This design comes from an exercise in tuning for small area on the open sky130 flow, not from production work. The RTL was checked by simulation tests, not by an equivalence proof against the original design. Power is estimated from default activity; no workload was simulated.

## raven
// ikaopll_top
module ikaopll_top (
    input   wire                i_EMUCLK,
    input   wire                i_phiM_PCEN_n,
    input   wire                i_IC_n,
    input   wire                i_ALTPATCH_EN,
    input   wire                i_CS_n,
    input   wire                i_WR_n,
    input   wire                i_A0,
    input   wire        [7:0]   i_D,
    output  wire        [1:0]   o_D,
    output  wire                o_D_OE,
    output  wire                o_DAC_EN_MO,
    output  wire                o_DAC_EN_RO,
    output  wire                o_IMP_NOFLUC_SIGN,
    output  wire        [7:0]   o_IMP_NOFLUC_MAG,
    output  wire signed [9:0]   o_IMP_FLUC_SIGNED_MO,
    output  wire signed [9:0]   o_IMP_FLUC_SIGNED_RO,
    input   wire signed [4:0]   i_ACC_SIGNED_MOVOL,
    input   wire signed [4:0]   i_ACC_SIGNED_ROVOL,
    output  wire                o_ACC_SIGNED_STRB,
    output  wire signed [15:0]  o_ACC_SIGNED
);
IKAOPLL #(
    .FULLY_SYNCHRONOUS          (1),
    .FAST_RESET                 (1),
    .ALTPATCH_CONFIG_MODE       (0),
    .USE_PIPELINED_MULTIPLIER   (1)
) u_opll (
    .i_XIN_EMUCLK               (i_EMUCLK),
    .o_XOUT                     (),
    .i_phiM_PCEN_n              (i_phiM_PCEN_n),
    .i_IC_n                     (i_IC_n),
    .i_ALTPATCH_EN              (i_ALTPATCH_EN),
  ...
export LEC_CHECK = 0
export ABC_AREA = 1
export CAP_MARGIN = 20
export CORE_MARGIN = 2
export CORE_UTILIZATION = 60
export CTS_CLUSTER_DIAMETER = 120
export CTS_CLUSTER_SIZE = 28
export SLEW_MARGIN = 20
create_clock -name core_clock -period 10.0 [get_ports {i_EMUCLK}]
standard.sh (not shown) runs the stock make flow with config.mk's settings and CLKGATE_MAP_FILE= SYNTH_SCRIPT=/design/flow/synth_recipe.tcl, a recipe that flattens the netlist after the stock synthesis.
==> flow/flow/run.sh <==
#!/bin/bash
# Own flow: the standard layout (the standard.sh, with its standard synthesis),
# except that the port buffers are the smallest buffer cell rather than the one
# buffer_ports picks by default. Every input and output port still gets a buffer.
set -e
cp standard.sh standard_sh_copy.log
export BUFFER_PORTS_ARGS="-buffer_cell sky130_fd_sc_hd__buf_1"
bash standard.sh > standard.log 2>&1
No stage failed in raven, and the final checks on the layout all came back clean.
Input-level comparison between fjord and raven:
==> flow/run.sh (new file) <==
#!/bin/bash
# synth_recipe.tcl (not shown) runs the flow's synth.tcl, then flattens the netlist and writes it again
# the make line also repeats each setting of config.mk as NAME=value (left out here)
make -C /OpenROAD-flow-scripts/flow DESIGN_CONFIG=/design/flow/config.mk WORK_HOME=/design/flow/orfs CLKGATE_MAP_FILE= SYNTH_SCRIPT=/design/flow/synth_recipe.tcl finish
diff --git a/flow/config.mk b/flow/config.mk
--- a/flow/config.mk
+++ b/flow/config.mk
@@ -12,2 +12,2 @@
-export CTS_CLUSTER_DIAMETER = 120
-export CTS_CLUSTER_SIZE = 28
+export CTS_CLUSTER_DIAMETER = 100
+export CTS_CLUSTER_SIZE = 20
removed: flow/flow/run.sh
removed: flow/standard.sh
==> results.txt <==
- | share of the core filled with cells in the final layout | fjord vs raven | 1.0 points higher |
- Max H-tree depth across fjord and raven: fjord
- Launch point of the worst path: u_opll.u_OP.cyc18r_fb[1] -> raven, u_opll.u_TIMINGGEN.mcyccntr_lo[1] -> fjord
- The higher clock network fraction of design power of fjord and raven is in fjord.
- Comparing raven against fjord, there is no change at all in remaining antenna violation count.
- fjord vs. raven: maximum clock rate increased 1.4%; worst IR drop on VDD decreased about 11%; number of clock buffers inserted by TritonCTS increased 23.

---

Setup of v34:
ikaopll_top, a different RTL version from the one above (not shown whole).
Size: roughly 5300 cells after synthesis, roughly 63000 sq um of cells after synthesis.
export LEC_CHECK = 0
export ABC_AREA = 1
export CAP_MARGIN = 20
export CORE_MARGIN = 2
export CORE_UTILIZATION = 70
export CTS_CLUSTER_DIAMETER = 120
export CTS_CLUSTER_SIZE = 28
export SLEW_MARGIN = 20
create_clock -name core_clock -period 10.0 [get_ports {i_EMUCLK}]
==> flow/flow/run.sh <==
#!/bin/bash
# Own flow: the standard layout (the standard.sh, with its standard synthesis),
# except that the port buffers are the smallest buffer cell rather than the one
# buffer_ports picks by default. Every input and output port still gets a buffer.
set -e
cp standard.sh standard_sh_copy.log
export BUFFER_PORTS_ARGS="-buffer_cell sky130_fd_sc_hd__buf_1"
bash standard.sh > standard.log 2>&1
Both conditions hold for v34: the flow ran to the end and the final layout passed the timing, DRC and antenna checks.
Modified inputs, v4 compared to v34
Settings: a change of CORE_UTILIZATION from 70 to 60.
Notes after the runs:
Of v4 and v34, the lower power after layout belongs to v4. Comparing v4 and v34, the higher tap cell instance count was measured on v4. v4 ended with more maximum frequency than v34. The more densely filled core belongs to v34, not v4. v4 vs v34: fraction of power spent switching nets down in v4. [v4] core area rose about 17% relative to v34. Going from v34 to v4, number of global-route vias before repair shrank by 9.1%; final routed wire length divided by cell count shrank by 3.0 um; met3 wire length shrank by 34%; clock network power share shrank by 0.2 points.

port drivers added, routing unchanged:
In the flow no input, the clock included, has a driving cell. The finished layouts below were timed again as built, in two steps.
Step 1 (the two cells are an assumption about what drives the block):
set clk [get_ports {i_EMUCLK}]
set_driving_cell -lib_cell sky130_fd_sc_hd__clkbuf_16 $clk
set_driving_cell -lib_cell sky130_fd_sc_hd__buf_2 [delete_from_list [all_inputs] $clk]
Step 2 times the ports against the registers' clock, not the clock port: input delays grow and output delays shrink by t, the midpoint of the rising clock arrivals with the driver on.
a / b / c = no drivers / after step 1 / after step 2; a / b = the first two.
run	t (ns)	setup slack, ns	clock arrival spread, ns
raven	0.773	1.053 / 1.053 / 1.053	0.056 / 0.056
fjord	0.758	1.173 / 1.173 / 1.173	0.024 / 0.024
v34	0.760	0.474 / 0.474 / 0.474	0.084 / 0.083
v4	0.782	0.803 / 0.803 / 0.803	0.049 / 0.049
After both steps setup and hold are still met in every run listed.
